This design comes from an exercise in tuning for small area and a short achievable clock period on the open sky130 flow, not from production work.
In this exercise RTL edits were held to simulation tests only and were not proved equivalent to the original.
The clock port is modelled as an ideal driver, which makes a skipped or thinned clock tree look cheaper than it is; a real chip needs a root buffer or a tree.
No activity file was given, so power comes from the tool's default toggle rates.

## ember
Design fifo_module, start of the top module:
module fifo_module #(
    parameter WIDTH = 8,
    parameter DEPTH = 16,
    parameter ADDR_WIDTH = 4
) (
    input clk,
    input rst,
    input [WIDTH-1:0] data_in,
    input write_enable,
    input read_enable,
    output reg [WIDTH-1:0] data_out,
    output reg full,
    output reg empty
);
reg [WIDTH-1:0] mem_n [0:DEPTH-1];    
reg [3:0] lo_n, hi_n;                 
reg full_q, empty_q;                  
wire [3:0] lo_d, hi_d;
wire empty_d, full_d, dout_en;
wire [DEPTH-1:0] mem_en;
fm_ctrl u_ctrl (
    .we(write_enable), .re(read_enable), .rst(rst),
    .lo_n(lo_n), .hi_n(hi_n), .empty(empty_q), .full(full_q),
    .lo_d(lo_d), .hi_d(hi_d), .empty_d(empty_d), .full_d(full_d),
    .dout_en(dout_en)
);
always @(posedge clk) begin
    lo_n    <= lo_d;
    hi_n    <= hi_d;
    empty_q <= empty_d;
    full_q  <= full_d;
    empty   <= empty_d;
    full    <= full_d;
end
wire [WIDTH-1:0] din_n;
genvar k, b;
generate
    for (b = 0; b < WIDTH; b = b + 1) begin : g_din
  ...
==> flow/config.mk <==
export PLATFORM = sky130hd
export DESIGN_NAME = fifo_module
export DESIGN_NICKNAME = fifo_module
export VERILOG_FILES = /design/flow/design.v
export SDC_FILE = /design/flow/constraint.sdc
export NUM_CORES = 4
export LEC_CHECK = 0
export CAP_MARGIN = 20
export CORE_MARGIN = 2
export CORE_UTILIZATION = 70
export SETUP_SLACK_MARGIN = 2.45
export SLEW_MARGIN = 20
export SYNTH_HIERARCHICAL = 1
export SYNTH_MINIMUM_KEEP_SIZE = 0
==> flow/constraint.sdc <==
create_clock -name core_clock -period 4.0 [get_ports {clk}]
set_input_delay 0.8000 -clock core_clock [delete_from_list [all_inputs] [get_ports {clk}]]
set_output_delay 0.8000 -clock core_clock [all_outputs]
set_load 0.01 [all_outputs]
standard.sh (not shown) runs the stock make flow with config.mk's settings and CLKGATE_MAP_FILE= SYNTH_SCRIPT=/design/flow/synth_recipe.tcl, a recipe that flattens the netlist after the stock synthesis.
==> flow/flow/run.sh <==
#!/bin/bash
# The standard layout, with three changes: port buffers of a fixed small
# cell, every cell downsized after floorplanning (the repair steps size up
# what needs it), and a clock tree built by hand in place of the tool's.
set -euo pipefail
FLOW_DIR=$(cd "$(dirname "${BASH_SOURCE[0]}")" && pwd)
export BUFFER_PORTS_ARGS="-buffer_cell sky130_fd_sc_hd__buf_2"
export POST_FLOORPLAN_TCL=$FLOW_DIR/downsize.tcl
export PRE_CTS_TCL=$FLOW_DIR/cts_pre.tcl
bash standard.sh > standard.log 2>&1
==> flow/flow/cts_pre.tcl <==
# Build the clock tree by hand (see manual_cts.tcl) and skip the tool's own:
# the clock port drives four inverters, each driving two inverters that
# drive the flip-flops.
source [file join [file dirname [info script]] manual_cts.tcl]
fm_manual_cts2 {{4 sky130_fd_sc_hd__clkinv_2} {8 sky130_fd_sc_hd__clkinv_4}}
proc clock_tree_synthesis {args} { puts "clock_tree_synthesis skipped: tree built by hand" }
# The tool would clone each clock inverter next to every flip-flop it drives.
proc repair_clock_inverters {args} { puts "repair_clock_inverters skipped: tree built by hand" }
Other scripts of this flow, unchanged in this note and not shown: flow/flow/downsize.tcl, flow/flow/manual_cts.tcl
> inputs changed (ember -> cedar)
- CORE_UTILIZATION changed from 70 to 60
==> flow/flow/cts_pre.tcl <==
# Build the clock tree by hand (see manual_cts.tcl) and skip the tool's own:
# the clock port drives four inverters, each driving one inverter that
# drive the flip-flops.
source [file join [file dirname [info script]] manual_cts.tcl]
fm_manual_cts2 {{4 sky130_fd_sc_hd__inv_4} {4 sky130_fd_sc_hd__inv_16}}
proc clock_tree_synthesis {args} { puts "clock_tree_synthesis skipped: tree built by hand" }
# The tool would clone each clock inverter next to every flip-flop it drives.
proc repair_clock_inverters {args} { puts "repair_clock_inverters skipped: tree built by hand" }
--- outcome ---
Changes observed in cedar relative to ember: switching fraction of total power +0.41 points, clock skew ~0 delta, minimum clock period after layout climbed 0.041 ns, relative max-transition margin went up 2.0 points.
Summary of cedar over ember: total instance count after detailed placement rose by 6.4%, global-route usage fell by 2.4 points, final area rose by 1.7%.
In the metrics for cedar and ember, the one carrying the higher synthesis-to-finish area growth is cedar.
Re number of buffers inserted by hold repair at cts: no difference whatsoever between ember and cedar.
Across both runs, area enclosed by the die boundary was higher for cedar than for ember.
Flip-flop and latch share of the layout cell area: cedar vs ember down 1.4 points
cedar reports its capture point of the worst path as data_out[7] while ember reports mem_n[12][2].
No run of this note takes its clock network from TritonCTS; it comes from the design's own scripts or RTL.

* * *

The RTL this note starts from:
==> flow/design.v <==
module fifo_module #(
    parameter WIDTH = 8,
    parameter DEPTH = 16,
    parameter ADDR_WIDTH = 4
) (
    input clk,
    input rst,
    input [WIDTH-1:0] data_in,
    input write_enable,
    input read_enable,
    output reg [WIDTH-1:0] data_out,
    output reg full,
    output reg empty
);
reg [WIDTH-1:0] mem_n [0:DEPTH-1];    
reg [3:0] lo_n, hi_n;                 
reg full_q, empty_q;                  
wire [3:0] lo_d, hi_d;
wire empty_d, full_d, dout_en;
wire [DEPTH-1:0] mem_en;
fm_ctrl u_ctrl (
    .we(write_enable), .re(read_enable), .rst(rst),
    .lo_n(lo_n), .hi_n(hi_n), .empty(empty_q), .full(full_q),
    .lo_d(lo_d), .hi_d(hi_d), .empty_d(empty_d), .full_d(full_d),
    .dout_en(dout_en)
);
always @(posedge clk) begin
    lo_n    <= lo_d;
    hi_n    <= hi_d;
    empty_q <= empty_d;
    full_q  <= full_d;
    empty   <= empty_d;
    full    <= full_d;
end
wire [WIDTH-1:0] din_n;
genvar k, b;
generate
    for (b = 0; b < WIDTH; b = b + 1) begin : g_din
        fm_inv u_inv (.a(data_in[b]), .y(din_n[b]));
    end
    for (k = 0; k < DEPTH; k = k + 1) begin : g_wen
        fm_nor2b u_en (.a(full_q), .b_n(write_enable), .y(mem_en[k]));
    end
endgenerate
always @(posedge clk) begin
    if (mem_en[0])
        mem_n[0] <= din_n;
end
generate
    for (k = 1; k < DEPTH; k = k + 1) begin : g_shift
        always @(posedge clk) begin
            if (mem_en[k])
                mem_n[k] <= mem_n[k-1];
        end
    end
endgenerate
wire [DEPTH-1:0] sel;
generate
    for (k = 0; k < DEPTH; k = k + 1) begin : g_sel
        fm_nor2 u_sel (.a(lo_n[k % 4]), .b(hi_n[k / 4]), .y(sel[k]));
    end
endgenerate
wire [WIDTH-1:0] oldest, dout_d;
generate
    for (b = 0; b < WIDTH; b = b + 1) begin : g_rd
        wire [7:0] t;
        wire [1:0] z;
        for (k = 0; k < 8; k = k + 1) begin : g_t
            fm_a22oi u_t (.a1(sel[2*k]), .a2(mem_n[2*k][b]), .b1(sel[2*k+1]), .b2(mem_n[2*k+1][b]), .y(t[k]));
        end
        fm_nand4 u_z0 (.a(t[0]), .b(t[1]), .c(t[2]), .d(t[3]), .y(z[0]));
        fm_nand4 u_z1 (.a(t[4]), .b(t[5]), .c(t[6]), .d(t[7]), .y(z[1]));
        fm_nor2 u_o (.a(z[0]), .b(z[1]), .y(oldest[b]));
        fm_mux2 u_h (.a0(data_out[b]), .a1(oldest[b]), .s(dout_en), .y(dout_d[b]));
    end
endgenerate
always @(posedge clk) begin
    data_out <= dout_d;
end
endmodule
module fm_ctrl (
    input we, input re, input rst,
    input [3:0] lo_n, input [3:0] hi_n, input empty, input full,
    output [3:0] lo_d, output [3:0] hi_d, output empty_d, output full_d,
    output dout_en
);
wire up, dn, hold, rst_n;
fm_updn u_updn (.we(we), .re(re), .empty(empty), .full(full), .up(up), .dn(dn), .hold(hold));
fm_inv u_rst (.a(rst), .y(rst_n));
wire [3:0] hi_inc, hi_dec;
genvar i;
generate
    for (i = 0; i < 4; i = i + 1) begin : g_hi
        fm_mux2 u_inc (.a0(hi_n[(i + 3) % 4]), .a1(hi_n[i]), .s(lo_n[3]), .y(hi_inc[i]));
        fm_mux2 u_dec (.a0(hi_n[(i + 1) % 4]), .a1(hi_n[i]), .s(lo_n[0]), .y(hi_dec[i]));
    end
endgenerate
wire [7:0] cur = {hi_n, lo_n};
wire [7:0] inc = {hi_inc, lo_n[2:0], lo_n[3]};
wire [7:0] dec = {hi_dec, lo_n[0], lo_n[3:1]};
wire [7:0] nxt;
generate
    for (i = 0; i < 8; i = i + 1) begin : g_h
        wire t0, t1;
        fm_a22oi u_t0 (.a1(up), .a2(inc[i]), .b1(dn), .b2(dec[i]), .y(t0));
        fm_nand2 u_t1 (.a(hold), .b(cur[i]), .y(t1));
        if (i % 4 == 3) begin : g_r0
            fm_a21oi u_o (.a1(t0), .a2(t1), .b1(rst), .y(nxt[i]));
        end else begin : g_r1
            fm_nand3 u_o (.a(t0), .b(t1), .c(rst_n), .y(nxt[i]));
        end
    end
endgenerate
assign lo_d = nxt[3:0];
assign hi_d = nxt[7:4];
wire h0, h14;
fm_nor2 u_h0 (.a(lo_n[0]), .b(hi_n[0]), .y(h0));
fm_nor2 u_h14 (.a(lo_n[2]), .b(hi_n[3]), .y(h14));
wire te, tf;
fm_a22oi u_te (.a1(empty), .a2(hold), .b1(dn), .b2(h0), .y(te));
fm_nand2 u_e (.a(te), .b(rst_n), .y(empty_d));
fm_a22oi u_tf (.a1(full), .a2(hold), .b1(up), .b2(h14), .y(tf));
fm_nor2  u_f (.a(tf), .b(rst), .y(full_d));
fm_nor3 u_den (.a(rst), .b(empty), .c(~re), .y(dout_en));
endmodule
module fm_updn (input we, input re, input empty, input full,
                output up, output dn, output hold);
wire w = we & ~full;
wire r = re & ~empty;
assign up = w & ~r;
assign dn = r & ~w;
assign hold = ~(up | dn);
endmodule
module fm_inv (input a, output y);
assign y = ~a;
endmodule
module fm_nand2 (input a, input b, output y);
assign y = ~(a & b);
endmodule
module fm_and2 (input a, input b, output y);
assign y = a & b;
endmodule
module fm_nor2 (input a, input b, output y);
assign y = ~(a | b);
endmodule
module fm_nor2b (input a, input b_n, output y);
assign y = ~a & b_n;
endmodule
module fm_nand3 (input a, input b, input c, output y);
assign y = ~(a & b & c);
endmodule
module fm_nor3 (input a, input b, input c, output y);
assign y = ~(a | b | c);
endmodule
module fm_a21oi (input a1, input a2, input b1, output y);
assign y = ~((a1 & a2) | b1);
endmodule
module fm_nand4 (input a, input b, input c, input d, output y);
assign y = ~(a & b & c & d);
endmodule
module fm_a22oi (input a1, input a2, input b1, input b2, output y);
assign y = ~((a1 & a2) | (b1 & b2));
endmodule
module fm_mux2 (input a0, input a1, input s, output y);
assign y = s ? a1 : a0;
endmodule
==> flow/config.mk <==
export PLATFORM = sky130hd
export DESIGN_NAME = fifo_module
export DESIGN_NICKNAME = fifo_module
export VERILOG_FILES = /design/flow/design.v
export SDC_FILE = /design/flow/constraint.sdc
export NUM_CORES = 4
export LEC_CHECK = 0
export CAP_MARGIN = 20
export CORE_MARGIN = 2
export CORE_UTILIZATION = 60
export SETUP_SLACK_MARGIN = 2.45
export SLEW_MARGIN = 20
export SYNTH_HIERARCHICAL = 1
export SYNTH_MINIMUM_KEEP_SIZE = 0
==> flow/constraint.sdc <==
create_clock -name core_clock -period 4.0 [get_ports {clk}]
set_input_delay 0.8000 -clock core_clock [delete_from_list [all_inputs] [get_ports {clk}]]
set_output_delay 0.8000 -clock core_clock [all_outputs]
set_load 0.01 [all_outputs]
==> flow/flow/run.sh <==
#!/bin/bash
# The standard layout, with four changes: port buffers of a fixed small
# cell, every cell downsized after floorplanning (the repair steps size up
# what needs it), a clock tree built by hand in place of the tool's, and an
# area recovery after the timing repair of global routing.
set -euo pipefail
FLOW_DIR=$(cd "$(dirname "${BASH_SOURCE[0]}")" && pwd)
export BUFFER_PORTS_ARGS="-buffer_cell sky130_fd_sc_hd__buf_2"
export POST_FLOORPLAN_TCL=$FLOW_DIR/downsize.tcl
export PRE_CTS_TCL=$FLOW_DIR/cts_pre.tcl
export PRE_GLOBAL_ROUTE_TCL=$FLOW_DIR/grt_pre.tcl
bash standard.sh > standard.log 2>&1
==> flow/flow/recover.tcl <==
# Area recovery: try each cell at a smaller drive strength, biggest saving
# first, and keep the change when the worst setup slack stays at or above
# what it was, the paths through the cell keep a guard band of slack above
# that (routing changes the parasitics a little) and no max-slew or
# max-capacitance violation appears.
set ::fm_recover_guard 0.1
proc fm_family_sizes {cell} {
  # cells of the same function as cell, smallest area first
  if {![regexp {^(sky130_fd_sc_hd__[a-z0-9]+)_([0-9]+)$} $cell -> base drive]} { return {} }
  set sizes {}
  foreach lc [get_lib_cells */${base}_*] {
    set name [get_name $lc]
    if {![regexp "^${base}_\[0-9\]+\$" $name]} { continue }
    if {[get_property $lc dont_use]} { continue }
    lappend sizes [list $name [get_property $lc area]]
  }
  return [lsort -real -index 1 $sizes]
}

proc fm_inst_slack {inst} {
  set w 1e9
  foreach pin [get_pins -of_objects $inst] {
    foreach s [get_property $pin slack_max] {
      if {$s ne "" && $s ne "INF" && $s < $w} { set w $s }
    }
  }
  return $w
}

proc fm_recover_area {} {
  global fm_recover_guard
  set target [expr {[sta::worst_slack -max] - 0.002}]
  set slew0 [sta::max_slew_violation_count]
  set cap0 [sta::max_capacitance_violation_count]
  set cands {}
  foreach inst [get_cells *] {
    set name [get_name $inst]
    # leave the hand-built clock tree alone
    if {[string match clk_l* $name]} { continue }
    set lc [get_lib_cells -quiet -of_objects $inst]
    if {$lc eq "" || $lc eq "NULL"} { continue }
    set cell [get_name $lc]
    set area [get_property $lc area]
    set smaller {}
    foreach s [fm_family_sizes $cell] {
      if {[lindex $s 1] < $area} { lappend smaller $s }
    }
    if {[llength $smaller] == 0} { continue }
    lappend cands [list $inst $cell [expr {$area - [lindex $smaller 0 1]}] $smaller]
  }
  set saved 0.0
  set n 0
  foreach c [lsort -real -decreasing -index 2 $cands] {
    lassign $c inst cell gain smaller
    set area [get_property [get_lib_cells */$cell] area]
    foreach s $smaller {
      replace_cell $inst [get_lib_cells */[lindex $s 0]]
      if {[sta::worst_slack -max] >= $target
          && [fm_inst_slack $inst] >= $target + $fm_recover_guard
          && [sta::max_slew_violation_count] <= $slew0
          && [sta::max_capacitance_violation_count] <= $cap0} {
        set saved [expr {$saved + $area - [lindex $s 1]}]
        incr n
        break
      }
      replace_cell $inst [get_lib_cells */$cell]
    }
  }
  puts [format "fm_recover_area: %d cells downsized, %.1f um2 saved, worst slack %.3f (target %.3f)" \
    $n $saved [sta::worst_slack -max] $target]
}
Other scripts of this flow, unchanged in this note and not shown: flow/flow/cts_pre.tcl, flow/flow/downsize.tcl, flow/flow/grt_pre.tcl, flow/flow/manual_cts.tcl
The first run finished with timing, DRC and antenna clean.
Then changed:
--- a/flow/flow/recover.tcl
+++ b/flow/flow/recover.tcl
@@ -5,3 +5,3 @@
 # max-capacitance violation appears.
-set ::fm_recover_guard 0.1
+set fm_recover_guard 0.1
 proc fm_family_sizes {cell} {
What happened: The new run did not get past global routing (5_1_grt). Synthesized cell count stays the same. Synthesized area does not change.
In the first run of this note the design's own scripts or RTL, not TritonCTS, make the clock network.

port drivers added, routing unchanged:
How much do the figures lean on ideal ports? The routed layouts below were timed once more, with nothing changed but the port constraints. Step 1 (the two cells are an assumption about what drives the block):
set clk [get_ports {clk}]
set_driving_cell -lib_cell sky130_fd_sc_hd__clkbuf_16 $clk
set_driving_cell -lib_cell sky130_fd_sc_hd__buf_2 [delete_from_list [all_inputs] $clk]
Step 2 adds t to the input delays and takes it off the output delays; t is the mean of the earliest and latest rising clock arrival at the registers after step 1. Input paths then give back, and output paths get back, about the clock's delay inside the block. Three values: no drivers, after step 1, after step 2; two values: the first two.
run	t, ns	setup slack, ns	pins driven straight from the clock port
ember	0.285	2.481 / 2.422 / 2.232	4
cedar	0.235	2.440 / 2.404 / 2.236	4
the first run of note 2	0.284	2.480 / 2.410 / 2.219	4
After both steps setup and hold are still met in every run listed. For the first run of note 2, which loses most, drivers alone change the setup slack by -0.070 ns; drivers and shift together by -0.261 ns.
